Context: an optimization exercise on an open-source flow, tuned for small area. The choices shown serve that exercise and are no tape-out recipe.
No run shown here included a check of the RTL's function; only the layout flow was run.
Power is estimated from default activity; no workload was simulated.

==> design/flow/design.v <==
module FPGA_ScoreBoard_TOP(
	input CLK_50MHZ,
	input BTN_WEST,
	input RS232_DCE_RXD,
	output RS232_DCE_TXD,
	output [21:0] NF_A,
	input [7:0] NF_D_I,
	output [7:0] NF_D_O,
	output NF_D_OE,
	output NF_CE, NF_BYTE, NF_OE,
	output reg NF_RP,
	output NF_WE, NF_WP
);
wire clk = CLK_50MHZ;
wire rst = BTN_WEST;
reg [1:0] bc;                  
reg [11:0] acc;
reg tick_rx, tick_tx;
reg [3:0] tdiv;                
wire [12:0] acc_sum = {1'b0, acc} + 13'd151;
always @(posedge clk)
	if (rst) begin acc <= 0; tick_rx <= 0; end
	else begin acc <= acc_sum[11:0]; tick_rx <= ~acc[11] & acc_sum[11]; end
always @(posedge clk)
	if (rst) begin tdiv <= 0; tick_tx <= 0; end
	else begin
		tick_tx <= tick_rx & (tdiv == 4'd7);
		if (tick_rx) tdiv <= tdiv + 1'b1;
	end
reg mdone;
wire mrst = ~mdone;
always @(posedge clk)
	if (rst) mdone <= 0;
	else if (acc == 12'd1943) mdone <= 1;
always @(posedge clk) NF_RP <= rst;
reg rx_s1, rx_s2, m3, r2;
reg [7:0] rc;
reg [7:0] rxdata;              
wire maj = (m3 & r2) | (m3 & rx_s2) | (r2 & rx_s2);
wire rx_idle = (rc == 8'd255);
wire bytedone = ~mrst & tick_rx & (rc == 8'd0);
wire rx_shift = ~mrst & tick_rx & ~rx_idle & (rc[3:0] == 4'd4);
wire r3_hold = ~rx_idle & (rc[3:0] >= 4'd5) & (rc[3:0] <= 4'd10);
always @(posedge clk)
	if (tick_rx) begin
		rx_s1 <= RS232_DCE_RXD; rx_s2 <= rx_s1;
		if (~r3_hold) m3 <= rx_s2;
	end
always @(posedge clk)
	if (mrst) rc <= 8'd255;
	else if (tick_rx) begin
		if (rx_idle) begin if (m3 & ~rx_s2) rc <= 8'd143; end
		else begin
			rc <= rc - 1'b1;
			if (rc[3:0] == 4'd8) r2 <= rx_s2;
		end
	end
always @(posedge clk)
	if (rx_shift & bc != 2'd2) rxdata <= {maj, rxdata[7:1]};
reg [4:0] ps;
reg cmd_q;
reg [7:0] R;                   
reg [3:0] ts;
wire tx_wait = (ts == 4'd12) | (ts == 4'd13);
wire pickup = tick_tx & tx_wait;
always @(posedge clk)
	if (rst) ps <= (ps == 5'd11) ? 5'd12 : 5'd0;
	else if (bytedone) ps <= 5'd1;
	else if (ps == 5'd0) ps <= 5'd0;
	else if (ps <= 5'd3) begin if (tick_rx) ps <= ps + 1'b1; end
	else if (ps == 5'd7 & bc != 2'd2) ps <= 5'd0;
	else if (ps == 5'd30) begin if (mrst | pickup) ps <= 5'd0; end
	else ps <= ps + 1'b1;
always @(posedge clk)
	if (rst) bc <= 0;
	else if (ps == 5'd7) bc <= (bc == 2'd2) ? 2'd0 : bc + 1'b1;
always @(posedge clk)
	if (rst) begin if (ps == 5'd11) cmd_q <= 0; end
	else if (ps == 5'd7 & bc == 2'd0) cmd_q <= rxdata[0];
reg act;                       
always @(posedge clk) act <= (ps >= 5'd13) & (ps <= 5'd22);
always @(posedge clk)
	if (mrst) ts <= 4'd12;
	else if (tick_tx) begin
		if (tx_wait) ts <= (ps == 5'd30) ? 4'd15 : 4'd12;
		else if (ts == 4'd15) ts <= 4'd0;
		else if (ts == 4'd9) ts <= 4'd13;
		else ts <= ts + 1'b1;
	end
assign RS232_DCE_TXD = (ts == 4'd0) ? 1'b0 : (ts == 4'd12 | ts == 4'd15) ? 1'b1 : ~R[0];
always @(posedge clk)
	if (ps == 5'd23 & cmd_q) R <= NF_D_I;
	else if ((rx_shift & bc == 2'd2) | (tick_tx & ts >= 4'd1 & ts <= 4'd7)) R <= {maj, R[7:1]};
assign NF_A[21:8] = 14'd0;
assign NF_A[7:0] = rxdata;
assign NF_D_O = R;
assign NF_CE = ~act;
assign NF_OE = ~(act & cmd_q);
assign NF_WE = ~(act & ~cmd_q);
assign NF_D_OE = act & ~cmd_q;
assign NF_BYTE = 1'b0;
assign NF_WP = 1'b0;
endmodule
==> design/flow/flow/run.sh <==
#!/bin/bash
# Layout flow: the standard flow (standard.sh) with three synthesis/placement settings changed:
#  - adders are left to ABC instead of being mapped to half/full-adder cells (ADDER_MAP_FILE empty),
#  - ABC maps with Yosys's default area-oriented script instead of ORFS's speed script,
#  - ports are buffered with sky130_fd_sc_hd__buf_1.
# The synthesis script is synth_recipe.tcl with only its source line pointed at the edited copy of
# ORFS's synth.tcl, so synth still runs with -nofsm -noshare and the netlist is flattened and
# renamed as synth_recipe.tcl does. Each tool's output goes to the logs ORFS writes under orfs/logs;
# make's own output goes to flow_make.log.
set -euo pipefail
W=$(pwd)
sed 's|log_cmd abc {\*}\$abc_args|abc {*}[lrange $abc_args 2 end-2]|' \
  "$FLOW_HOME/scripts/synth.tcl" > "$W/flow_synth.tcl"
grep -q 'abc {\*}\[lrange \$abc_args 2 end-2\]' "$W/flow_synth.tcl"
sed "s|source \$::env(SCRIPTS_DIR)/synth.tcl|source $W/flow_synth.tcl|" \
  "$W/synth_recipe.tcl" > "$W/flow_synth_recipe.tcl"
grep -q "source $W/flow_synth.tcl" "$W/flow_synth_recipe.tcl"
sed "s|SYNTH_SCRIPT=[^ ]*|SYNTH_SCRIPT=$W/flow_synth_recipe.tcl|" "$W/standard.sh" > "$W/flow_standard.sh"
grep -q "SYNTH_SCRIPT=$W/flow_synth_recipe.tcl" "$W/flow_standard.sh"
bash "$W/flow_standard.sh" ADDER_MAP_FILE= SKIP_REPAIR_TIE_FANOUT=1 "BUFFER_PORTS_ARGS=-buffer_cell sky130_fd_sc_hd__buf_1" finish \
  "CTS_ARGS=-sink_clustering_enable -repair_clock_nets -dont_use_dummy_load -buf_list sky130_fd_sc_hd__clkbuf_4 -sink_clustering_size 20" > "$W/flow_make.log" 2>&1
==> design/flow/standard.sh <==
#!/bin/bash
# synth_recipe.tcl (not shown) runs the flow's synth.tcl, then flattens the netlist and writes it again
# the make line also repeats each setting of config.mk as NAME=value (left out here)
make -C /OpenROAD-flow-scripts/flow DESIGN_CONFIG=/design/flow/config.mk WORK_HOME=/design/flow/orfs CLKGATE_MAP_FILE= SYNTH_SCRIPT=/design/flow/synth_recipe.tcl "${@:-finish}"
==> design/flow/config.mk <==
export PLATFORM = sky130hd
export DESIGN_NAME = FPGA_ScoreBoard_TOP
export DESIGN_NICKNAME = FPGA_ScoreBoard_TOP
export VERILOG_FILES = /design/flow/design.v
export SDC_FILE = /design/flow/constraint.sdc
export NUM_CORES = 4
export LEC_CHECK = 0
export CAP_MARGIN = 20
export CORE_MARGIN = 2
export CORE_UTILIZATION = 40
export SLEW_MARGIN = 20
==> design/flow/constraint.sdc <==
create_clock -name core_clock -period 20.0 [get_ports {CLK_50MHZ}]
set_input_delay 4.0000 -clock core_clock [delete_from_list [all_inputs] [get_ports {CLK_50MHZ}]]
set_output_delay 4.0000 -clock core_clock [all_outputs]
set_load 0.01 [all_outputs]
==> flow_summary.yaml, run 1 <==
yosys:
  ys.flop_type: "dfxtp_1"
  synthTopCellsByArea: "edfxtp_1 (29%), dfxtp_1 (26%), buf_4 (4.5%), nand2_1 (4.0%), mux2_2 (3.3%)"
  yosysMostFrequentCell: "dfxtp_1"
  synth.top_cell.area_share: 0.2896
  mappedNetlistArea_sq_um: 2696
  synth-edff-count: 26
  synth_top_family_by_area: "simple AND/OR/NAND/NOR gates"
  synth-async-reset-ratio: 0
  yosys_warnings: 1
  seq_area_frac_synth: 0.5494
  synth_compound_area_frac: 0.09930
  synth-seq-cells: 61
  yosysUniqueCellTypes: 48
  yosys.area_share.simple: 0.2213
  synth-xor-area-share: 0.02599
  synthTopCellsByCount: "dfxtp_1 (35), nand2_1 (29), edfxtp_1 (26), nor2_1 (22), buf_4 (16)"
  synthMuxAreaShare: 0.03759
  post-synth-top-area-cell: "edfxtp_1"
  synthAdderAreaFrac: 0.003712
  syn_inst: 261
  syn_area_per_cell_sq_um: 10.33
die:
  floorplan.die_area_sq_um: 7413
  die_height_um: 86.10
  row_count: 29
  core_area_sq_um: 6422
  start_util: 0.4198
  die_w_um: 86.10
  io_pins: 49
detailed_routing:
  wire_per_inst_um: 12.63
  ant_nets: 0
  dr.pass1.iters: 4
  vias: 1867
  drc: 0
  detail_route.wirelength_mm: 4.521
  viasPerCell: 5.215
  drt_iter0_markers: 53
place:
  dpl.hpwl_mm: 3.167
  pre_cts_ws_ns: 14.69
  gp_congestion: 0.7997
  placed_cells: 349
  io_buffers: 32
setup_path:
  worstPathMaxFanout: 6
  path_cells: "xnor2_1 -> nand3_1 -> a21oi_1 -> buf_1"
  r2r-start: "tick_rx"
  slowest_delay_ns: 0.44
  startpoint_type: "flip-flop"
  critical_path.top_delay_family: "flip-flops"
  worstPathRequired_ns: 16.00
  end_kind: "primary output"
  crit_type: "reg -> out"
  cp_slowest_cell: "dfxtp_1"
  critical_path_arrival_ns: 1.40
  crit_buf_inv: 1
  critPathLaunch: "ts[1]"
cts:
  cts_tree: "done"
  postCtsSetupRepairBufs: 0
  cts_hold_buf: 0
  path_clk_slew_ns: 0.09
  cts_htree_levels: 3
  clkLatencyLatePin_ns: 0.40
  post_cts_resized: 0
  clock-sinks: 61
  clk_path_buf_depth: 2
  cts_buffers: 9
  root_buffer: "clkbuf_4"
final_layout:
  layout-drive-gt1-share: 0.1068
  antenna_cells: 0
  fin_nets: 294
  fin_cells: 358
  area_delta_synth_final_pct: 5.244
grt:
  grt_pass1_vias: 1718
  grt_overflow_total: 0
  grt_start_max_net_pins: 28
  grt_pass1_wl_mm: 7.776
  grt.total_usage: 0.1340
  antenna_found_initial: 0
timing:
  fin_hold_ws_ns: 0.4295
  max_freq_mhz: 185.0
  finalSetupTns_ns: 0
  finalMaxSlewViolations: 0
  setup_ws_ns: 14.60
  period_minus_slack_ns: 5.404
  slew_headroom: 0.5390
  worstMarginPinSlew_ns: 0.6889
  setup-violations-final: 0
  period_share: 0.2702
  skew_ns: 0.03485
  finalHoldViolCount: 0
  rsz0062_at_grt: "false"
power:
  powerDensity_nw_per_um2: 84.46
  power.leakage_nw: 0.9855
  ir_drop_mv: 0.02570
status:
  outcome: "no timing/DRC/antenna violations"
worst_hold_path:
  hold_start: "rx_s1"
  hp-class: "reg -> reg"
run:
  cap_violations: 0
cells in the final DEF, fill, tap and decap left out, types with 7 or more instances in the layout:
master / count
dfxtp_1: 35
buf_1: 32
nand2_1: 29
edfxtp_1: 26
nor2_1: 22
nor3_1: 15
a21oi_1: 10
nand3_1: 9
clkbuf_4: 9
mux2_2: 8
o21ai_0: 8
or3_1: 7
cell type report:
class	count	area, sq um
Sequential cell	61	1481
Tap cell	77	96.34
Multi-Input combinational cell	174	1050
Clock buffer	9	67.56
Inverter	4	15.01
Fill cell	632	3585
Timing Repair Buffer	33	127.6
where the power goes:
| part | internal, mW | total (mW) | leakage [nW] | switching (mW) |
|---|---|---|---|---|
| sequential | 0.140 | 0.151 | 0.531 | 0.0112 |
| combinational | 0.0123 | 0.0303 | 0.413 | 0.0180 |
| clock | 0.0209 | 0.0586 | 0.0414 | 0.0377 |
| total | 0.173 | 0.240 | 0.986 | 0.0669 |
worst reg2reg max path: stages, from the launching register on:
cell     delay (ns)
dfxtp_1        0.65
nand2_1        0.20
or3_1          0.42
nor2_1         0.56
path summary, 6_finish.rpt:
| kind | end | slack [ns] | depth (start not counted) |
|---|---|---|---|
| worst max register to register | rxdata[0] | 17.82 | 3 |
| worst min register to register | rx_s2 | 0.43 | 0 |
| worst max-delay path | RS232_DCE_TXD | 14.60 | 4 |
| worst min-delay path | rx_s2 | 0.43 | 0 |
cells by family after synthesis:
kind of cell               after synthesis
other                                    1
DFF                                     61
muxes                                    9
buffers and inverters                   26
and+or+nand+nor                        115
xor gates and xnor gates                 8
adders and majority gates                1
AOI/OAI and AO/OA                       40
layer usage:
| layer | routed length, um | share of wire | GRT usage |
|---|---|---|---|
| met1 | 2221 | 0.49 | 0.1714 |
| met3 | 165 | 0.036 | 0.02599 |
| met5 | 0 | 0 | 0 |
| met4 | 97 | 0.021 | 0.08658 |
| met2 | 2037 | 0.45 | 0.2065 |
per-stage QoR:
step,power [mW],instance area [sq um],util
CTS,0.2427,2838,0.4418
detailed placement,0.1838,2770,0.4313
floorplan,0.1779,2696,-
global placement,0.1843,2770,0.4313
global route,0.2529,2838,0.4418
finish,0.2397,2838,0.4418
state kept, by name, summed over array words and instances, names as in the netlist, 2 cells and up:
name	count
acc	12
rxdata	8
R	8
bc	2
rc	8
tdiv	4
ps	5
ts	4
==> run 2: changes to the inputs <==
--- a/design/flow/design.v
+++ b/design/flow/design.v
@@ -14,24 +14,21 @@
 wire clk = CLK_50MHZ;
 wire rst = BTN_WEST;
 reg [1:0] bc;                  
-reg [11:0] acc;
+reg [15:0] acc;
 reg tick_rx, tick_tx;
-reg [3:0] tdiv;                
-wire [12:0] acc_sum = {1'b0, acc} + 13'd151;
+wire [15:0] acc_next = acc + 16'd151;
 always @(posedge clk)
-	if (rst) begin acc <= 0; tick_rx <= 0; end
-	else begin acc <= acc_sum[11:0]; tick_rx <= ~acc[11] & acc_sum[11]; end
-always @(posedge clk)
-	if (rst) begin tdiv <= 0; tick_tx <= 0; end
+	if (rst) begin acc <= 16'h0800; tick_rx <= 0; tick_tx <= 0; end
 	else begin
-		tick_tx <= tick_rx & (tdiv == 4'd7);
-		if (tick_rx) tdiv <= tdiv + 1'b1;
+		acc <= acc_next;
+		tick_rx <= acc[11] & ~acc_next[11];
+		tick_tx <= tick_rx & (acc[15:12] == 4'd8);
 	end
 reg mdone;
 wire mrst = ~mdone;
 always @(posedge clk)
 	if (rst) mdone <= 0;
-	else if (acc == 12'd1943) mdone <= 1;
+	else if (acc[11:0] == 12'd3991) mdone <= 1;
 always @(posedge clk) NF_RP <= rst;
 reg rx_s1, rx_s2, m3, r2;
 reg [7:0] rc;
@@ -64,12 +61,13 @@
 wire tx_wait = (ts == 4'd12) | (ts == 4'd13);
 wire pickup = tick_tx & tx_wait;
 always @(posedge clk)
-	if (rst) ps <= (ps == 5'd11) ? 5'd12 : 5'd0;
+	if (rst) ps <= (ps == 5'd11) ? 5'd12 : (ps >= 5'd13 & ps <= 5'd22) ? 5'd31 : 5'd0;
 	else if (bytedone) ps <= 5'd1;
 	else if (ps == 5'd0) ps <= 5'd0;
 	else if (ps <= 5'd3) begin if (tick_rx) ps <= ps + 1'b1; end
 	else if (ps == 5'd7 & bc != 2'd2) ps <= 5'd0;
 	else if (ps == 5'd30) begin if (mrst | pickup) ps <= 5'd0; end
+	else if (ps == 5'd31) ps <= 5'd0;
 	else ps <= ps + 1'b1;
 always @(posedge clk)
 	if (rst) bc <= 0;
@@ -77,8 +75,7 @@
 always @(posedge clk)
 	if (rst) begin if (ps == 5'd11) cmd_q <= 0; end
 	else if (ps == 5'd7 & bc == 2'd0) cmd_q <= rxdata[0];
-reg act;                       
-always @(posedge clk) act <= (ps >= 5'd13) & (ps <= 5'd22);
+wire act = (ps >= 5'd14 & ps <= 5'd23) | (ps == 5'd31);
 always @(posedge clk)
 	if (mrst) ts <= 4'd12;
 	else if (tick_tx) begin
==> run 2 against run 1 <==
Compared with the run above: largest cell class unchanged; power up 4.8%; highest routed layer unchanged; still clean; largest power group unchanged; setup slack worse by 0.26 ns; routed wire length up 6.7%.
==> flow_summary.yaml, run 2 <==
status:
  outcome: "no timing/DRC/antenna violations"
setup_path:
  critical_path_arrival_ns: 1.66
  worstPathMaxFanout: 12
  worstPathRequired_ns: 16.00
  r2r-start: "mdone"
  reg2reg_slack_ns: 17.76
  end_kind: "primary output"
  crit_type: "reg -> out"
  startpoint_type: "flip-flop"
  r2r_end: "rxdata[6]"
  r2r_cells: 3
yosys:
  synthTopCellsByCount: "dfxtp_1 (34), edfxtp_1 (26), nand2_1 (26), nor2_1 (21), o21ai_0 (17)"
  synth-edff-count: 26
  seq_area_frac_synth: 0.5328
  yosys_warnings: 1
  synth.top_cell.area_share: 0.2847
  yosysUniqueCellTypes: 50
  synthTopCellsByArea: "edfxtp_1 (28%), dfxtp_1 (25%), buf_4 (4.4%), nand2_1 (3.6%), mux2_2 (3.3%)"
  synth-seq-cells: 60
  mappedNetlistArea_sq_um: 2743
  yosysMostFrequentCell: "dfxtp_1"
  synth-async-reset-ratio: 0
  syn_inst: 269
  syn_area_per_cell_sq_um: 10.20
  post-synth-top-area-cell: "edfxtp_1"
  ys.flop_type: "dfxtp_1"
cts:
  clkLatencyLatePin_ns: 0.39
  cts_hold_buf: 0
  cts_htree_levels: 3
  clk_path_buf_depth: 2
  path_clk_slew_ns: 0.08
  cts_buffers: 9
  postCtsSetupRepairBufs: 0
  clock-sinks: 60
  root_buffer: "clkbuf_4"
  cts_tree: "done"
  post_cts_resized: 0
place:
  placed_area_sq_um: 2826
  dpl.hpwl_mm: 3.391
  gp_congestion: 0.7597
  io_buffers: 32
  pre_cts_ws_ns: 14.73
timing:
  max_freq_mhz: 176.6
  finalMaxSlewViolations: 0
  rsz0062_at_grt: "false"
  worstMarginPinSlew_ns: 0.7147
  finalHoldViolCount: 0
  period_minus_slack_ns: 5.661
  slew_headroom: 0.5207
  setup_ws_ns: 14.34
  finalSetupTns_ns: 0
  setup-violations-final: 0
  fin_hold_ws_ns: 0.4262
  skew_ns: 0.01983
  period_share: 0.2831
power:
  power_switching_mw: 0.07443
  swShare: 0.2964
  p_comb_frac: 0.156
  p_clk_frac: 0.230
  powerDensity_nw_per_um2: 86.76
  power.leakage_nw: 0.9907
  seq_power_share: 0.613
  ir_drop_mv: 0.03398
  power.internal_mw: 0.1767
detailed_routing:
  viasPerCell: 5.397
  drc: 0
  vias: 1986
  dr.pass1.iters: 4
  ant_nets: 0
  drt_iter0_markers: 87
  wire_per_inst_um: 13.10
  detail_route.wirelength_mm: 4.822
final_layout:
  final_common_cell: "dfxtp_1"
  antenna_cells: 0
  regArea_sq_um: 1461
  largest_register_ffs: 16
  regMostFlops: "acc"
  fin_nets: 301
  layout-drive-gt1-share: 0.1007
  fin_area_sq_um: 2894
  area_delta_synth_final_pct: 5.520
  multi_input_area_sq_um: 1119
  final_cell_mix: "dfxtp_1 (34), buf_1 (32), edfxtp_1 (26), nand2_1 (26), nor2_1 (21)"
  fill_cells: 660
die:
  row_count: 30
  io_pins: 49
  core_area_sq_um: 6719
  start_util: 0.4082
  die_w_um: 86.81
  die_height_um: 86.81
  floorplan.die_area_sq_um: 7535
grt:
  grt_overflow_total: 0
  antenna_found_initial: 0
  grt_pass1_wl_mm: 7.983
  grt_pass1_vias: 1759
  grt.total_usage: 0.1365
  grt_start_max_net_pins: 29
worst_hold_path:
  min_to: "rx_s2"
  hold_depth: 0
  hp-class: "reg -> reg"
  hold_start: "rx_s1"
run:
  cap_violations: 0
run 2: changes by cell type in the layout (fill, tap and decap cells not counted), sizes merged, moves of 3 or more:
cell / change
o31ai: +4
nand2: -3
a31oi: +3
o21ai: +5
or3: -3
run 2: worst max path at each step:
stage	startpoint	to	slack, ns	depth (start not counted)
CTS	ps[0]	NF_D_OE	14.30	5
detailed placement	ps[3]	NF_D_OE	14.73	5
floorplan	ps[3]	NF_D_OE	14.78	5
global route	ps[3]	NF_D_OE	14.16	5
global placement	ps[3]	NF_D_OE	14.80	5
finish	ps[3]	NF_D_OE	14.34	5
run 2: cell type report:
| cell class | instances | share of cell area |
|---|---|---|
| clock buffers | 9 | 0.02335 |
| inverters | 5 | 0.006485 |
| multi-input cells | 181 | 0.3865 |
| flip-flops and latches | 60 | 0.5050 |
| well taps | 80 | 0.03459 |
| repair buffers | 33 | 0.04410 |
run 2: metal layers:
| layer | vias to the layer above | routed length, um | GRT usage | share of wire |
|---|---|---|---|---|
| met5 | - | 0 | 0 | 0 |
| met4 | 0 | 121 | 0.08097 | 0.025 |
| met3 | 10 | 153 | 0.03429 | 0.032 |
| met2 | 39 | 2134 | 0.2054 | 0.44 |
| met1 | 914 | 2411 | 0.1767 | 0.50 |
| li1 | 1023 | - | - | - |
run 2: metrics by stage:
step	cells	power [mW]	utilization
global route	368	0.2667	0.4307
global placement	359	0.1952	0.4199
CTS	368	0.2545	0.4307
detailed placement	359	0.1962	0.4207
finish	368	0.2511	0.4307
floorplan	269	0.1869	-
run 2: kinds of logic after synthesis:
group / share of synthesized area
AND/OR/NAND/NOR: 0.1948
buffers and inverters: 0.06113
other: 0.001367
multiplexers: 0.03285
flip-flops: 0.5328
AO/OA/AOI/OAI: 0.1510
XOR/XNOR: 0.02235
adder cells (fa/ha/maj): 0.003650
run 2: power groups by stage:
stage                     Combinational (mW)  Sequential [mW]  Clock [mW]
final                                 0.0392            0.154      0.0579
after CTS                             0.0398            0.154      0.0609
after global placement                0.0396            0.156           0
after global routing                  0.0455            0.156      0.0648
after detailed placement              0.0396            0.157           0
after floorplan                       0.0354            0.151           0
run 2: worst max-delay path, stage by stage, from the launching register on:
cell      delay [ns]
edfxtp_1        0.55
a31oi_1         0.16
a31oi_1         0.26
nand2b_1        0.11
inv_1           0.06
buf_1           0.14
==> run 3: changes to the inputs <==
--- a/design/flow/flow/run.sh
+++ b/design/flow/flow/run.sh
@@ -17,5 +17,5 @@
 grep -q "source $W/flow_synth.tcl" "$W/flow_synth_recipe.tcl"
 sed "s|SYNTH_SCRIPT=[^ ]*|SYNTH_SCRIPT=$W/flow_synth_recipe.tcl|" "$W/standard.sh" > "$W/flow_standard.sh"
 grep -q "SYNTH_SCRIPT=$W/flow_synth_recipe.tcl" "$W/flow_standard.sh"
-bash "$W/flow_standard.sh" ADDER_MAP_FILE= SKIP_REPAIR_TIE_FANOUT=1 "BUFFER_PORTS_ARGS=-buffer_cell sky130_fd_sc_hd__buf_1" finish \
+bash "$W/flow_standard.sh" ADDER_MAP_FILE= "BUFFER_PORTS_ARGS=-buffer_cell sky130_fd_sc_hd__buf_1" finish \
   "CTS_ARGS=-sink_clustering_enable -repair_clock_nets -dont_use_dummy_load -buf_list sky130_fd_sc_hd__clkbuf_4 -sink_clustering_size 20" > "$W/flow_make.log" 2>&1
==> run 3 against run 2 <==
Compared with the run above: count of clock-buffer cells in the layout stayed put; first-iteration DRC count shrank 13%; power grew 0.11%; via count rose by 2.1%; critical path depth unchanged; synthesized area unchanged; maximum frequency is 0.34% higher; still clean on timing, DRC and antenna; design area grew 1.9%; clock skew increased by 0.0034 ns; largest power group unchanged; final cell count increased by 4.1%; non-clock buffer count is the same.
==> flow_summary.yaml, run 3 <==
status:
  outcome: "no timing/DRC/antenna violations"
grt:
  busiest_layer: "met2"
  grt.met2_usage: 0.2019
  grt_util_met3: 0.05143
  grt.total_usage: 0.1345
  grt_pass1_wl_mm: 7.845
  grtUsageMet1: 0.1737
  antenna_found_initial: 0
  grt_overflow_total: 0
  grt_start_max_net_pins: 29
  grt_pass1_vias: 1734
place:
  gp_congestion: 0.7964
  io_buffers: 32
  dpl.hpwl_mm: 3.325
yosys:
  yosysMostFrequentCell: "dfxtp_1"
  synth-edff-count: 26
  yosys_warnings: 1
  post-synth-top-area-cell: "edfxtp_1"
  yosysUniqueCellTypes: 50
  syn_area_per_cell_sq_um: 10.20
  synth-async-reset-ratio: 0
  synth-seq-cells: 60
  synthTopCellsByArea: "edfxtp_1 (28%), dfxtp_1 (25%), buf_4 (4.4%), nand2_1 (3.6%), mux2_2 (3.3%)"
  syn_inst: 269
  ys.flop_type: "dfxtp_1"
  synthTopCellsByCount: "dfxtp_1 (34), edfxtp_1 (26), nand2_1 (26), nor2_1 (21), o21ai_0 (17)"
  seq_area_frac_synth: 0.5328
  mappedNetlistArea_sq_um: 2743
  synth.top_cell.area_share: 0.2847
timing:
  rsz0062_at_grt: "false"
  worstMarginPinSlew_ns: 0.7342
  period_share: 0.2821
  finalSetupTns_ns: 0
  slew_headroom: 0.5076
  max_freq_mhz: 177.2
  finalHoldViolCount: 0
  period_minus_slack_ns: 5.642
  skew_ns: 0.02327
  finalMaxSlewViolations: 0
  setup-violations-final: 0
setup_path:
  critical_path_arrival_ns: 1.64
  r2r_end: "rxdata[0]"
  r2r-start: "mdone"
  worstSetupEndpoint: "NF_D_OE"
  end_kind: "primary output"
  r2r_cells: 3
  worstPathMaxFanout: 9
  reg2reg_slack_ns: 17.74
  worstPathRequired_ns: 16.00
  crit_type: "reg -> out"
  startpoint_type: "flip-flop"
  critPathLaunch: "ps[0]"
detailed_routing:
  detail_route.wirelength_mm: 4.747
  dr.pass1.iters: 4
  ant_nets: 0
  drc: 0
  wire_per_inst_um: 12.39
  viasPerCell: 5.295
  drt_iter0_markers: 76
  vias: 2028
run:
  cap_violations: 0
cts:
  path_clk_slew_ns: 0.09
  cts_htree_levels: 3
  post_cts_resized: 0
  postCtsSetupRepairBufs: 0
  clk_path_buf_depth: 2
  cts_hold_buf: 0
  cts_tree: "done"
  root_buffer: "clkbuf_4"
  clkLatencyLatePin_ns: 0.39
  cts_buffers: 9
  clock-sinks: 60
die:
  io_pins: 49
  die_height_um: 86.81
  row_count: 30
  die_w_um: 86.81
  core_area_sq_um: 6719
  start_util: 0.4082
  floorplan.die_area_sq_um: 7535
final_layout:
  final_cell_mix: "dfxtp_1 (34), buf_1 (32), edfxtp_1 (26), nand2_1 (26), nor2_1 (21)"
  fill_cells: 654
  final_common_cell: "dfxtp_1"
  antenna_cells: 0
  layout-drive-gt1-share: 0.09571
  area_delta_synth_final_pct: 7.573
  largest_register_ffs: 16
  fin_nets: 316
  multi_input_area_sq_um: 1175
  regArea_sq_um: 1461
  regMostFlops: "acc"
power:
  powerDensity_nw_per_um2: 85.20
  ir_drop_mv: 0.02678
  power.leakage_nw: 1.039
  power_mw: 0.2514
worst_hold_path:
  hp-class: "reg -> reg"
==> run 3: how the worst min path moves through the flow <==
stage | start | to | cells past startpoint
finish | rx_s1 | rx_s2 | 0
CTS | rx_s1 | rx_s2 | 0
global placement | rx_s1 | rx_s2 | 0
detailed placement | rx_s1 | rx_s2 | 0
floorplan | rx_s1 | rx_s2 | 0
global route | rx_s1 | rx_s2 | 0
==> run 3: area by class of cell <==
cell class / instances / share of cell area
repair buffers: 33 / 0.04326
flip-flops and latches: 60 / 0.4953
well taps: 80 / 0.03393
clock buffers: 9 / 0.02290
inverters: 5 / 0.006361
multi-input cells: 196 / 0.3982
==> run 3: critical path, cell delays in order (launching register included) <==
cell      delay, ns
edfxtp_1       0.50
nand3_1        0.18
a31oi_1        0.28
nand2b_1       0.10
inv_1          0.06
buf_1          0.14
==> run 3: where the power goes <==
group / leakage [nW] / switching, mW / internal (mW)
Combinational: 0.477 / 0.0229 / 0.0166
Sequential: 0.521 / 0.0148 / 0.139
Clock: 0.0414 / 0.0369 / 0.0209
==> run 3: logic make-up after synthesis <==
family,synth area share
buf+inv,0.06113
mux,0.03285
flops,0.5328
fa+ha+maj,0.003650
compound gates,0.1510
other cells,0.001367
simple gates,0.1948
xor+xnor,0.02235
==> run 3: routing by layer <==
| metal | share of wire | up-vias |
|---|---|---|
| met1 | 0.48 | 939 |
| li1 | - | 1030 |
| met2 | 0.46 | 54 |
| met5 | 0 | - |
| met4 | 0.013 | 0 |
| met3 | 0.048 | 5 |
==> run 3: metrics by stage <==
step                      worst slack, ns  utilization  cells  cell area, sq um  hold slack [ns]
after floorplan                     14.78            -    284              2799           0.4003
after global placement              14.81       0.4283    374              2878           0.4076
after detailed placement            14.76       0.4291    374              2883           0.4065
after CTS                           14.33       0.4391    383              2950           0.4283
after global routing                14.22       0.4391    383              2950           0.4544
final                               14.36       0.4391    383              2950           0.4249
==> run 4: changes to the inputs <==
--- a/design/flow/design.v
+++ b/design/flow/design.v
@@ -30,25 +30,23 @@
 	if (rst) mdone <= 0;
 	else if (acc[11:0] == 12'd3991) mdone <= 1;
 always @(posedge clk) NF_RP <= rst;
-reg rx_s1, rx_s2, m3, r2;
+reg rx_s1, rx_s2, rx_m;
+reg r2, r3;
 reg [7:0] rc;
 reg [7:0] rxdata;              
-wire maj = (m3 & r2) | (m3 & rx_s2) | (r2 & rx_s2);
+wire maj = (r3 & r2) | (r3 & rx_s2) | (r2 & rx_s2);
 wire rx_idle = (rc == 8'd255);
 wire bytedone = ~mrst & tick_rx & (rc == 8'd0);
 wire rx_shift = ~mrst & tick_rx & ~rx_idle & (rc[3:0] == 4'd4);
-wire r3_hold = ~rx_idle & (rc[3:0] >= 4'd5) & (rc[3:0] <= 4'd10);
 always @(posedge clk)
-	if (tick_rx) begin
-		rx_s1 <= RS232_DCE_RXD; rx_s2 <= rx_s1;
-		if (~r3_hold) m3 <= rx_s2;
-	end
+	if (tick_rx) begin rx_s1 <= RS232_DCE_RXD; rx_s2 <= rx_s1; rx_m <= rx_s2; end
 always @(posedge clk)
 	if (mrst) rc <= 8'd255;
 	else if (tick_rx) begin
-		if (rx_idle) begin if (m3 & ~rx_s2) rc <= 8'd143; end
+		if (rx_idle) begin if (rx_m & ~rx_s2) rc <= 8'd143; end
 		else begin
 			rc <= rc - 1'b1;
+			if (rc[3:0] == 4'd11) r3 <= rx_s2;
 			if (rc[3:0] == 4'd8) r2 <= rx_s2;
 		end
 	end
@@ -58,7 +56,7 @@
 reg cmd_q;
 reg [7:0] R;                   
 reg [3:0] ts;
-wire tx_wait = (ts == 4'd12) | (ts == 4'd13);
+wire tx_wait = (ts == 4'd0) | (ts == 4'd15);
 wire pickup = tick_tx & tx_wait;
 always @(posedge clk)
 	if (rst) ps <= (ps == 5'd11) ? 5'd12 : (ps >= 5'd13 & ps <= 5'd22) ? 5'd31 : 5'd0;
@@ -66,6 +64,7 @@
 	else if (ps == 5'd0) ps <= 5'd0;
 	else if (ps <= 5'd3) begin if (tick_rx) ps <= ps + 1'b1; end
 	else if (ps == 5'd7 & bc != 2'd2) ps <= 5'd0;
+	else if (ps == 5'd29) ps <= 5'd30;
 	else if (ps == 5'd30) begin if (mrst | pickup) ps <= 5'd0; end
 	else if (ps == 5'd31) ps <= 5'd0;
 	else ps <= ps + 1'b1;
@@ -77,17 +76,16 @@
 	else if (ps == 5'd7 & bc == 2'd0) cmd_q <= rxdata[0];
 wire act = (ps >= 5'd14 & ps <= 5'd23) | (ps == 5'd31);
 always @(posedge clk)
-	if (mrst) ts <= 4'd12;
+	if (mrst) ts <= 4'd1;
 	else if (tick_tx) begin
-		if (tx_wait) ts <= (ps == 5'd30) ? 4'd15 : 4'd12;
-		else if (ts == 4'd15) ts <= 4'd0;
-		else if (ts == 4'd9) ts <= 4'd13;
+		if (tx_wait) ts <= (ps == 5'd30) ? 4'd4 : 4'd0;
+		else if (ts[3:2] == 2'b00) ts <= 4'd0;
 		else ts <= ts + 1'b1;
 	end
-assign RS232_DCE_TXD = (ts == 4'd0) ? 1'b0 : (ts == 4'd12 | ts == 4'd15) ? 1'b1 : ~R[0];
+assign RS232_DCE_TXD = (ts <= 4'd4) | ((ts >= 4'd6) & ~R[0]);
 always @(posedge clk)
 	if (ps == 5'd23 & cmd_q) R <= NF_D_I;
-	else if ((rx_shift & bc == 2'd2) | (tick_tx & ts >= 4'd1 & ts <= 4'd7)) R <= {maj, R[7:1]};
+	else if ((rx_shift & bc == 2'd2) | (~mrst & tick_tx & ts >= 4'd6 & ts <= 4'd12)) R <= {maj, R[7:1]};
 assign NF_A[21:8] = 14'd0;
 assign NF_A[7:0] = rxdata;
 assign NF_D_O = R;
--- a/design/flow/flow/run.sh
+++ b/design/flow/flow/run.sh
@@ -18,4 +18,4 @@
 sed "s|SYNTH_SCRIPT=[^ ]*|SYNTH_SCRIPT=$W/flow_synth_recipe.tcl|" "$W/standard.sh" > "$W/flow_standard.sh"
 grep -q "SYNTH_SCRIPT=$W/flow_synth_recipe.tcl" "$W/flow_standard.sh"
 bash "$W/flow_standard.sh" ADDER_MAP_FILE= "BUFFER_PORTS_ARGS=-buffer_cell sky130_fd_sc_hd__buf_1" finish \
-  "CTS_ARGS=-sink_clustering_enable -repair_clock_nets -dont_use_dummy_load -buf_list sky130_fd_sc_hd__clkbuf_4 -sink_clustering_size 20" > "$W/flow_make.log" 2>&1
+  > "$W/flow_make.log" 2>&1
==> run 4 against run 3 <==
Compared with the run above: still clean; design area up 3.6%; global-route usage fell by 0.083 points; clock skew is 0.013 ns lower; sequential share of layout area is 0.74 points lower; synthesized cell count decreased by 1.9%; combinational power increased by 6.3%; routed wire length down 0.70%; flip-flop and latch count up 1; final cell count up 1.0%; first-iteration DRC count grew 7.9%; critical path type unchanged; critical endpoint unchanged; largest power group unchanged.
==> flow_summary.yaml, run 4 <==
status:
  outcome: "no timing/DRC/antenna violations"
final_layout:
  area_delta_synth_final_pct: 12.32
  antenna_cells: 0
  largest_register_ffs: 16
  layout-drive-gt1-share: 0.1075
  regArea_sq_um: 1491
  fill_cells: 648
  fin_cells: 387
  multi_input_area_sq_um: 1129
  regMostFlops: "acc"
  final_cell_mix: "dfxtp_1 (34), buf_1 (32), edfxtp_1 (27), nor2_1 (27), nand2_1 (22)"
  final_common_cell: "dfxtp_1"
  fin_nets: 313
  utilization: 0.4575
setup_path:
  reg2reg_slack_ns: 17.78
  worstPathRequired_ns: 16.00
  end_kind: "primary output"
  crit_buf_inv: 2
  cp_num_cells: 6
  startpoint_type: "flip-flop"
  critical_path.top_delay_family: "simple AND/OR/NAND/NOR gates"
  path_cells: "and2_1 -> nand2_1 -> a31oi_1 -> nand2b_1 -> inv_1 -> buf_1"
  r2r_cells: 5
  worstPathMaxFanout: 6
  slowest_delay_ns: 0.42
  crit_type: "reg -> out"
  cp_slowest_cell: "edfxtp_1"
  critical_path_arrival_ns: 1.69
grt:
  grt_overflow_total: 0
  grt.total_usage: 0.1337
  antenna_found_initial: 0
  grt_start_max_net_pins: 29
  grt_pass1_vias: 1670
  grt_pass1_wl_mm: 7.693
cts:
  cts_buffers: 9
  cts_hold_buf: 0
  clkLatencyLatePin_ns: 0.34
  path_clk_slew_ns: 0.07
  postCtsSetupRepairBufs: 0
  cts_htree_levels: 3
  cts_tree: "done"
  post_cts_resized: 0
  root_buffer: "clkbuf_8"
  clk_path_buf_depth: 2
  clock-sinks: 61
yosys:
  post-synth-top-area-cell: "edfxtp_1"
  ys.flop_type: "dfxtp_1"
  mappedNetlistArea_sq_um: 2721
  synth-seq-cells: 61
  syn_area_per_cell_sq_um: 10.31
  synth-async-reset-ratio: 0
  seq_area_frac_synth: 0.5480
  yosysMostFrequentCell: "dfxtp_1"
  synth.top_cell.area_share: 0.2979
  yosysUniqueCellTypes: 50
  synthTopCellsByCount: "dfxtp_1 (34), edfxtp_1 (27), nor2_1 (27), nand2_1 (22), buf_4 (16)"
  synth-edff-count: 27
  syn_inst: 264
  synthTopCellsByArea: "edfxtp_1 (30%), dfxtp_1 (25%), buf_4 (4.4%), nor2_1 (3.7%), mux2_2 (3.3%)"
  yosys_warnings: 1
timing:
  slew_headroom: 0.5000
  period_share: 0.2845
  finalMaxSlewViolations: 0
  rsz0062_at_grt: "false"
  period_minus_slack_ns: 5.690
  max_freq_mhz: 175.8
  finalSetupTns_ns: 0
  skew_ns: 0.01042
  finalHoldViolCount: 0
  worstMarginPinSlew_ns: 0.7459
  setup-violations-final: 0
place:
  placed_cells: 371
  io_buffers: 32
  gp_congestion: 0.7580
  dpl.hpwl_mm: 3.231
detailed_routing:
  dr.pass1.iters: 4
  viasPerCell: 5.057
  drt_iter0_markers: 82
  wire_per_inst_um: 12.18
  detail_route.wirelength_mm: 4.714
  drc: 0
  vias: 1957
  ant_nets: 0
power:
  ir_drop_mv: 0.03939
  powerDensity_nw_per_um2: 98.36
  power.leakage_nw: 1.100
die:
  die_height_um: 86.48
  floorplan.die_area_sq_um: 7479
  io_pins: 49
  core_area_sq_um: 6681
  die_w_um: 86.48
  start_util: 0.4073
  row_count: 30
run:
  cap_violations: 0
worst_hold_path:
  hp-class: "reg -> reg"
  hold_depth: 0
run 4: cell count changes after synthesis, moves of 3 or more:
cell and change:
xnor2_1 +3, o31ai_1 -4, nand2_1 -4, nand4_1 -4
nor2_1 +6, and2_1 +3, o21ai_0 -3
run 4: worst paths after layout:
kind | start | to
max | ps[0] | NF_D_OE
min | rx_s1 | rx_s2
max reg2reg | ps[0] | R[7]
min reg2reg | rx_s1 | rx_s2
run 4: layout make-up:
cell class | count | area share
Multi-Input combinational cell | 192 | 0.3692
Clock buffer | 9 | 0.04052
Timing Repair Buffer | 33 | 0.04175
Sequential cell | 61 | 0.4879
Clock inverter | 7 | 0.02169
Inverter | 5 | 0.006140
Tap cell | 80 | 0.03275
run 4: cell families after synthesis:
| kind of cell | Yosys count | share of synthesized area |
|---|---|---|
| simple gates | 111 | 0.2124 |
| flops | 61 | 0.5480 |
| compound gates | 48 | 0.1177 |
| buf+inv | 26 | 0.05793 |
| xor+xnor | 8 | 0.02575 |
| mux | 8 | 0.03310 |
| fa+ha+maj | 1 | 0.003678 |
| other cells | 1 | 0.001378 |
run 4: layer usage:
layer,part of all wire,up-vias,global-route usage
met5,0,-,0
li1,-,1015,-
met1,0.52,892,0.1734
met2,0.43,43,0.1930
met3,0.038,7,0.04667
met4,0.017,0,0.07670
run 4: report_power, final:
group	leakage (nW)	switching, mW	internal [mW]
combinational	0.480	0.0249	0.0171
clock	0.0903	0.0486	0.0566
sequential	0.530	0.0121	0.141
run 4: through the flow:
step	worst slack [ns]	hold slack [ns]	power, mW	cell area (sq um)
finish	14.31	0.4242	0.3007	3057
global route	14.10	0.4297	0.3181	3057
CTS	14.30	0.4266	0.3039	3057
detailed placement	14.50	0.4097	0.1975	2867
global placement	14.53	0.4043	0.1967	2867
floorplan	14.71	0.4003	0.1886	2778
run 4: worst register-to-register path, stage by stage (launching register included):
cell and delay [ns]:
edfxtp_1 0.42, and2_1 0.23, nand2_1 0.12, nor3_2 0.63
a41o_1 0.19, a21o_1 0.30
==> run 5: changes to the inputs <==
--- a/design/flow/config.mk
+++ b/design/flow/config.mk
@@ -8,4 +8,6 @@
 export CAP_MARGIN = 20
 export CORE_MARGIN = 2
 export CORE_UTILIZATION = 40
+export CTS_BUF_LIST = sky130_fd_sc_hd__clkbuf_8
+export CTS_CLUSTER_SIZE = 30
 export SLEW_MARGIN = 20
==> run 5 against run 4 <==
Compared with the run above: still clean on timing, DRC and antenna; clock skew unchanged; flip-flop and latch count stayed put; sequential share of layout area unchanged; synthesized cell count unchanged; via count stayed put; core utilization stayed put; hold slack unchanged; power stayed put; sequential power barely moved; design area is the same.
==> flow_summary.yaml, run 5 <==
status:
  outcome: "no timing/DRC/antenna violations"
detailed_routing:
  drc: 0
  detail_route.wirelength_mm: 4.714
  ant_nets: 0
  dr.pass1.iters: 4
  wire_per_inst_um: 12.18
  vias: 1957
  drt_iter0_markers: 82
  viasPerCell: 5.057
yosys:
  ys.flop_type: "dfxtp_1"
  synth-seq-cells: 61
  synth-async-reset-ratio: 0
  yosysUniqueCellTypes: 50
  synth.top_cell.area_share: 0.2979
  yosys_warnings: 1
  synthTopCellsByCount: "dfxtp_1 (34), edfxtp_1 (27), nor2_1 (27), nand2_1 (22), buf_4 (16)"
  yosysMostFrequentCell: "dfxtp_1"
  mappedNetlistArea_sq_um: 2721
  synth-edff-count: 27
  syn_inst: 264
  seq_area_frac_synth: 0.5480
  synthTopCellsByArea: "edfxtp_1 (30%), dfxtp_1 (25%), buf_4 (4.4%), nor2_1 (3.7%), mux2_2 (3.3%)"
  post-synth-top-area-cell: "edfxtp_1"
  syn_area_per_cell_sq_um: 10.31
die:
  floorplan.die_area_sq_um: 7479
  die_height_um: 86.48
  start_util: 0.4073
  die_w_um: 86.48
  io_pins: 49
  row_count: 30
  core_area_sq_um: 6681
setup_path:
  slowest_delay_ns: 0.42
  worstPathRequired_ns: 16.00
  r2r_end: "R[7]"
  path_cells: "and2_1 -> nand2_1 -> a31oi_1 -> nand2b_1 -> inv_1 -> buf_1"
  crit_type: "reg -> out"
  critical_path_arrival_ns: 1.69
  startpoint_type: "flip-flop"
  r2r-start: "ps[0]"
  critical_path.top_delay_family: "simple AND/OR/NAND/NOR gates"
  worstPathMaxFanout: 6
  worstSetupEndpoint: "NF_D_OE"
  critPathLaunch: "ps[0]"
  reg2reg_slack_ns: 17.78
  cp_num_cells: 6
  crit_buf_inv: 2
  end_kind: "primary output"
  r2r_cells: 5
  cp_slowest_cell: "edfxtp_1"
cts:
  cts_htree_levels: 3
  cts_buffers: 9
  clk_path_buf_depth: 2
  clkLatencyLatePin_ns: 0.34
  cts_tree: "done"
  path_clk_slew_ns: 0.07
  root_buffer: "clkbuf_8"
  cts_hold_buf: 0
  post_cts_resized: 0
  postCtsSetupRepairBufs: 0
  clock-sinks: 61
timing:
  finalSetupTns_ns: 0
  max_freq_mhz: 175.8
  finalHoldViolCount: 0
  skew_ns: 0.01042
  setup_ws_ns: 14.31
  setup-violations-final: 0
  period_share: 0.2845
  worstMarginPinSlew_ns: 0.7459
  slew_headroom: 0.5000
  rsz0062_at_grt: "false"
  finalMaxSlewViolations: 0
  period_minus_slack_ns: 5.690
grt:
  grt_pass1_vias: 1670
  grt.total_usage: 0.1337
  grt_overflow_total: 0
  antenna_found_initial: 0
  grt_start_max_net_pins: 29
  grt_pass1_wl_mm: 7.693
final_layout:
  final_common_cell: "dfxtp_1"
  fin_area_sq_um: 3057
  fill_cells: 648
  area_delta_synth_final_pct: 12.32
  regMostFlops: "acc"
  layout-drive-gt1-share: 0.1075
  final_cell_mix: "dfxtp_1 (34), buf_1 (32), edfxtp_1 (27), nor2_1 (27), nand2_1 (22)"
  fin_nets: 313
  antenna_cells: 0
  largest_register_ffs: 16
power:
  ir_drop_mv: 0.03939
  powerDensity_nw_per_um2: 98.36
  power.leakage_nw: 1.100
  power_mw: 0.3007
place:
  gp_congestion: 0.7580
  placed_area_sq_um: 2867
  dpl.hpwl_mm: 3.231
  pre_cts_ws_ns: 14.50
  io_buffers: 32
worst_hold_path:
  hold_depth: 0
  hp-class: "reg -> reg"
run:
  cap_violations: 0
-- run 5: cells by family after synthesis --
group,Yosys count,share of synthesized area
buf+inv,26,0.05793
xor+xnor,8,0.02575
fa+ha+maj,1,0.003678
simple gates,111,0.2124
other cells,1,0.001378
flops,61,0.5480
compound gates,48,0.1177
mux,8,0.03310
-- run 5: where the power goes --
part	internal (mW)	total [mW]	switching, mW
Clock	0.0566	0.105	0.0486
Sequential	0.141	0.154	0.0121
Combinational	0.0171	0.0420	0.0249
Total	0.215	0.301	0.0856
-- run 5: worst min path at each step --
stage	slack, ns	start	end
after global placement	0.40	rx_s1	rx_s2
after global routing	0.43	rx_s1	rx_s2
after detailed placement	0.41	rx_s1	rx_s2
final	0.42	rx_s1	rx_s2
after CTS	0.43	rx_s1	rx_s2
after floorplan	0.40	rx_s1	rx_s2
-- run 5: cell type report --
type	instances	area, sq um	share of cell area
timing repair buffer	33	127.6	0.04175
tap	80	100.1	0.03275
multi-input combinational	192	1129	0.3692
clock inverter	7	66.31	0.02169
sequential	61	1491	0.4879
inverter	5	18.77	0.006140
clock buffer	9	123.9	0.04052
-- run 5: metal layers --
layer	vias up	share of wire	routed length, um	GRT usage
met2	43	0.43	2024	0.1930
met3	7	0.038	180	0.04667
li1	1015	-	-	-
met5	-	0	0	0
met4	0	0.017	79	0.07670
met1	892	0.52	2430	0.1734
-- run 5: metrics by stage --
| stage | utilization | std cells | hold slack [ns] |
|---|---|---|---|
| after floorplan | - | 279 | 0.4003 |
| after global placement | 0.4290 | 371 | 0.4043 |
| after detailed placement | 0.4290 | 371 | 0.4097 |
| after CTS | 0.4575 | 387 | 0.4266 |
| after global routing | 0.4575 | 387 | 0.4297 |
| final | 0.4575 | 387 | 0.4242 |
==> run 6: changes to the inputs <==
--- a/design/flow/config.mk
+++ b/design/flow/config.mk
@@ -8,6 +8,6 @@
 export CAP_MARGIN = 20
 export CORE_MARGIN = 2
 export CORE_UTILIZATION = 40
-export CTS_BUF_LIST = sky130_fd_sc_hd__clkbuf_8
-export CTS_CLUSTER_SIZE = 30
+export CTS_BUF_LIST = sky130_fd_sc_hd__clkbuf_4
+export CTS_CLUSTER_SIZE = 20
 export SLEW_MARGIN = 20
==> run 6 against run 5 <==
Compared with the run above: non-clock buffer count did not move; core utilization fell by 0.84 points; critical path depth did not move; final cell count did not move; via count barely moved; sequential power barely moved; die area did not move.
==> flow_summary.yaml, run 6 <==
status:
  outcome: "no timing/DRC/antenna violations"
timing:
  skew_ns: 0.02149
  period_minus_slack_ns: 5.778
  worstMarginPinSlew_ns: 0.7497
  max_freq_mhz: 173.1
  finalSetupTns_ns: 0
  finalMaxSlewViolations: 0
  fin_hold_ws_ns: 0.4381
  slew_headroom: 0.4975
  setup-violations-final: 0
  rsz0062_at_grt: "false"
  finalHoldViolCount: 0
  period_share: 0.2889
detailed_routing:
  wire_per_inst_um: 12.12
  detail_route.wirelength_mm: 4.690
  dr.pass1.iters: 4
  vias: 1958
  drt_iter0_markers: 147
  ant_nets: 0
  viasPerCell: 5.059
  drc: 0
yosys:
  synth.top_cell.area_share: 0.2979
  yosys_warnings: 1
  syn_inst: 264
  synthTopCellsByCount: "dfxtp_1 (34), edfxtp_1 (27), nor2_1 (27), nand2_1 (22), buf_4 (16)"
  ys.flop_type: "dfxtp_1"
  synthTopCellsByArea: "edfxtp_1 (30%), dfxtp_1 (25%), buf_4 (4.4%), nor2_1 (3.7%), mux2_2 (3.3%)"
  syn_area_per_cell_sq_um: 10.31
  synth-async-reset-ratio: 0
  yosysUniqueCellTypes: 50
  synth-edff-count: 27
  yosysMostFrequentCell: "dfxtp_1"
  post-synth-top-area-cell: "edfxtp_1"
  seq_area_frac_synth: 0.5480
  synth-seq-cells: 61
  mappedNetlistArea_sq_um: 2721
final_layout:
  layout-drive-gt1-share: 0.1075
  regMostFlops: "acc"
  largest_register_ffs: 16
  antenna_cells: 0
  fin_nets: 313
  final_cell_mix: "dfxtp_1 (34), buf_1 (32), edfxtp_1 (27), nor2_1 (27), nand2_1 (22)"
  area_delta_synth_final_pct: 10.25
  final_common_cell: "dfxtp_1"
run:
  cap_violations: 0
die:
  start_util: 0.4073
  die_w_um: 86.48
  row_count: 30
  die_height_um: 86.48
  floorplan.die_area_sq_um: 7479
  core_area_sq_um: 6681
  io_pins: 49
cts:
  path_clk_slew_ns: 0.11
  cts_htree_levels: 3
  clkLatencyLatePin_ns: 0.41
  clk_path_buf_depth: 2
  root_buffer: "clkbuf_4"
  postCtsSetupRepairBufs: 0
  clock-sinks: 61
  cts_buffers: 9
  cts_hold_buf: 0
  post_cts_resized: 0
  cts_tree: "done"
setup_path:
  worstPathRequired_ns: 16.00
  startpoint_type: "flip-flop"
  end_kind: "primary output"
  worstPathMaxFanout: 6
  critical_path_arrival_ns: 1.78
  crit_type: "reg -> out"
grt:
  grt.total_usage: 0.1315
  grt_pass1_vias: 1678
  grt_start_max_net_pins: 29
  antenna_found_initial: 0
  grt_pass1_wl_mm: 7.631
  grt_overflow_total: 0
power:
  power.leakage_nw: 1.077
  power_mw: 0.2791
  powerDensity_nw_per_um2: 93.03
  ir_drop_mv: 0.03044
place:
  dpl.hpwl_mm: 3.231
  gp_congestion: 0.7580
  io_buffers: 32
worst_hold_path:
  hp-class: "reg -> reg"
[run 6: cell counts after synthesis]
No cell type changed its count.
[run 6: final cells by class]
cell class	count	area, sq um
inverters	5	18.77
well taps	80	100.1
clock buffers	9	67.56
flip-flops and latches	61	1491
multi-input cells	192	1129
fillers	652	3681
clock inverters	7	66.31
repair buffers	33	127.6
[run 6: path summary, 6_finish.rpt]
check / startpoint / end / slack [ns] / depth (start not counted)
setup / recovery: ps[0] / NF_D_OE / 14.22 / 6
hold / removal: rx_s1 / rx_s2 / 0.44 / 0
setup reg to reg: ps[0] / R[7] / 17.78 / 5
hold reg to reg: rx_s1 / rx_s2 / 0.44 / 0
[run 6: report_power, final]
group	internal [mW]	switching, mW
clock network	0.0372	0.0465
registers	0.141	0.0123
logic	0.0171	0.0248
total	0.196	0.0836
[run 6: worst max-delay path: stages, from the launching register on]
cell	delay, ns
edfxtp_1	0.44
and2_1	0.23
nand2_1	0.12
a31oi_1	0.28
nand2b_1	0.10
inv_1	0.06
buf_1	0.14
[run 6: cell families after synthesis]
family | share of synthesized area
AND/OR/NAND/NOR | 0.2124
flip-flops | 0.5480
AO/OA/AOI/OAI | 0.1177
buffers and inverters | 0.05793
XOR/XNOR | 0.02575
multiplexers | 0.03310
adder cells (fa/ha/maj) | 0.003678
other | 0.001378
[run 6: per-layer routing]
layer	global-route usage	wire (um)
met5	0	0
met4	0.06392	111
met3	0.04952	183
met2	0.1902	1942
met1	0.1728	2453
[run 6: through the flow]
step                cell area [sq um]  instances  utilization  setup slack [ns]
CTS                              3000        387       0.4491             14.22
finish                           3000        387       0.4491             14.22
global placement                 2867        371       0.4290             14.53
global route                     3000        387       0.4491             14.01
detailed placement               2867        371       0.4290             14.50
floorplan                        2778        279            -             14.71
==> run 7: changes to the inputs <==
--- a/design/flow/config.mk
+++ b/design/flow/config.mk
@@ -7,7 +7,7 @@
 export LEC_CHECK = 0
 export CAP_MARGIN = 20
 export CORE_MARGIN = 2
-export CORE_UTILIZATION = 40
+export CORE_UTILIZATION = 70
 export CTS_BUF_LIST = sky130_fd_sc_hd__clkbuf_4
 export CTS_CLUSTER_SIZE = 20
 export SLEW_MARGIN = 20
==> run 7 against run 6 <==
Compared with the run above: clock power grew 14%; global-route usage grew 13 points; register-to-register slack about the same; maximum frequency shrank 0.35%; critical path type unchanged; design area shrank 0.75%; hold slack improved by 0.012 ns; synthesized cell count stayed put.
==> flow_summary.yaml, run 7 <==
cts:
  clkLatencyLatePin_ns: 0.40
  postCtsSetupRepairBufs: 0
  clk_path_buf_depth: 2
  root_buffer: "clkbuf_4"
  cts_htree_levels: 3
  cts_hold_buf: 0
  path_clk_slew_ns: 0.10
  clock-sinks: 61
  post_cts_resized: 0
  cts_tree: "done"
  cts_buffers: 9
timing:
  period_minus_slack_ns: 5.798
  skew_ns: 0.01380
  finalSetupTns_ns: 0
  setup-violations-final: 0
  worstMarginPinSlew_ns: 0.6786
  setup_ws_ns: 14.20
  max_freq_mhz: 172.5
  fin_hold_ws_ns: 0.4496
  rsz0062_at_grt: "false"
  slew_headroom: 0.5451
  finalMaxSlewViolations: 0
  period_share: 0.2899
  finalHoldViolCount: 0
yosys:
  synth-async-reset-ratio: 0
  synthTopCellsByArea: "edfxtp_1 (30%), dfxtp_1 (25%), buf_4 (4.4%), nor2_1 (3.7%), mux2_2 (3.3%)"
  seq_area_frac_synth: 0.5480
  syn_inst: 264
  synth.top_cell.area_share: 0.2979
  synthTopCellsByCount: "dfxtp_1 (34), edfxtp_1 (27), nor2_1 (27), nand2_1 (22), buf_4 (16)"
  mappedNetlistArea_sq_um: 2721
  synth-edff-count: 27
  syn_area_per_cell_sq_um: 10.31
  ys.flop_type: "dfxtp_1"
  yosys_warnings: 1
  yosysUniqueCellTypes: 50
  synth-seq-cells: 61
  post-synth-top-area-cell: "edfxtp_1"
  yosysMostFrequentCell: "dfxtp_1"
detailed_routing:
  detail_route.wirelength_mm: 4.954
  ant_nets: 0
  viasPerCell: 5.726
  vias: 2027
  drc: 0
  dr.pass1.iters: 4
  wire_per_inst_um: 13.99
  drt_iter0_markers: 207
setup_path:
  critPathLaunch: "ps[0]"
  crit_type: "reg -> out"
  worstSetupEndpoint: "NF_D_OE"
  worstPathRequired_ns: 16.00
  end_kind: "primary output"
  critical_path_arrival_ns: 1.80
  r2r-start: "ps[0]"
  r2r_end: "R[7]"
  worstPathMaxFanout: 6
  r2r_cells: 5
  startpoint_type: "flip-flop"
  reg2reg_slack_ns: 17.79
die:
  start_util: 0.7378
  row_count: 22
  core_area_sq_um: 3689
  io_pins: 49
  die_w_um: 66.35
  floorplan.die_area_sq_um: 4402
  die_height_um: 66.35
power:
  ir_drop_mv: 0.06964
  power.leakage_nw: 1.099
  power_mw: 0.2918
  powerDensity_nw_per_um2: 97.97
grt:
  grt_pass1_vias: 1879
  grt.total_usage: 0.2607
  antenna_found_initial: 0
  grt_start_max_net_pins: 29
  grt_overflow_total: 0
  grt_pass1_wl_mm: 8.493
place:
  dpl.hpwl_mm: 3.356
  gp_congestion: 0.8464
  io_buffers: 32
  placed_cells: 338
  placed_area_sq_um: 2819
  pre_cts_ws_ns: 14.25
final_layout:
  layout-drive-gt1-share: 0.1144
  area_delta_synth_final_pct: 9.425
  largest_register_ffs: 16
  fin_nets: 312
  final_cell_mix: "dfxtp_1 (34), buf_1 (31), edfxtp_1 (27), nor2_1 (27), nand2_1 (22)"
  fin_area_sq_um: 2978
  utilization: 0.8073
  final_common_cell: "dfxtp_1"
  regMostFlops: "acc"
  fill_cells: 246
  fin_cells: 354
  antenna_cells: 0
worst_hold_path:
  hp-class: "reg -> reg"
status:
  outcome: "no timing/DRC/antenna violations"
run:
  cap_violations: 0
## run 7: cell counts after synthesis
No cell type changed its count.
## run 7: kinds of logic after synthesis
family,after synthesis,synth area share
simple gates,111,0.2124
flops,61,0.5480
compound gates,48,0.1177
buf+inv,26,0.05793
xor+xnor,8,0.02575
mux,8,0.03310
fa+ha+maj,1,0.003678
other cells,1,0.001378
## run 7: how the worst min path moves through the flow
stage	start	endpoint	slack (ns)	cells after the start
2_1_floorplan	rx_s1	rx_s2	0.40	0
3_3_place_gp	rx_s1	rx_s2	0.40	0
3_5_place_dp	rx_s1	rx_s2	0.43	0
4_1_cts	acc[14]	tick_tx	0.46	1
5_1_grt	rx_s1	rx_s2	0.46	0
6_report	acc[14]	tick_tx	0.45	1
## run 7: report_power, final
part,switching [mW],internal [mW],total (mW)
logic,0.0258,0.0170,0.0427
clock network,0.0422,0.0530,0.0952
registers,0.0125,0.141,0.154
## run 7: layer usage
layer / vias up / share of wire / global-route usage / wire length [um]
met1: 941 / 0.45 / 0.3326 / 2232
met2: 74 / 0.47 / 0.4150 / 2336
met4: 0 / 0.016 / 0.1097 / 80
met5: - / 0 / 0 / 0
met3: 8 / 0.061 / 0.07496 / 304
li1: 1004 / - / - / -
## run 7: worst max-delay path: stages, from the launching register on
cell,delay (ns)
edfxtp_1,0.44
and2_1,0.26
nand2_1,0.13
a31oi_1,0.27
nand2b_1,0.10
inv_1,0.06
buf_1,0.14
## run 7: layout make-up
class | instances | area (sq um) | area share
sequential | 61 | 1491 | 0.5008
multi-input combinational | 192 | 1129 | 0.3790
timing repair buffer | 32 | 121.4 | 0.04076
clock buffer | 11 | 82.58 | 0.02773
clock inverter | 5 | 75.07 | 0.02521
tap | 48 | 60.06 | 0.02017
inverter | 5 | 18.77 | 0.006303

==> separate check: timing with driven ports <==
The flow's constraints put no driver on any port. The routed layouts listed below were extracted and timed again, unchanged, in two steps.
Step 1 assumes that a clkbuf_16 drives the clock port and a buf_2 every other input.
Step 2, shift: input delay + t, output delay - t, t = (earliest + latest rising clock arrival at the registers) / 2. This alone moves slack from input paths to output paths.
a / b / c = no drivers / after step 1 / after step 2; a / b = the first two.
| run | shift t [ns] | slack for setup (ns) | hold WS [ns] | worst setup path after step 2 | worst data-port slew with drivers (ns) |
|---|---|---|---|---|---|
| run 1 | 0.406 | 14.596 / 14.571 / 14.684 | 0.430 / 0.430 / 0.430 | input to register | 0.03 |
| run 2 | 0.408 | 14.339 / 14.313 / 14.721 | 0.426 / 0.426 / 0.426 | register to output | 0.03 |
| run 3 | 0.406 | 14.358 / 14.332 / 14.738 | 0.425 / 0.425 / 0.425 | register to output | 0.03 |
| run 4 | 0.363 | 14.310 / 14.283 / 14.491 | 0.424 / 0.424 / 0.424 | input to register | 0.03 |
| run 5 | 0.363 | 14.310 / 14.283 / 14.491 | 0.424 / 0.424 / 0.424 | input to register | 0.03 |
| run 6 | 0.431 | 14.222 / 14.195 / 14.499 | 0.438 / 0.438 / 0.438 | input to register | 0.03 |
| run 7 | 0.418 | 14.202 / 14.177 / 14.408 | 0.450 / 0.450 / 0.450 | input to register | 0.03 |
After both steps setup and hold are still met in every run listed.
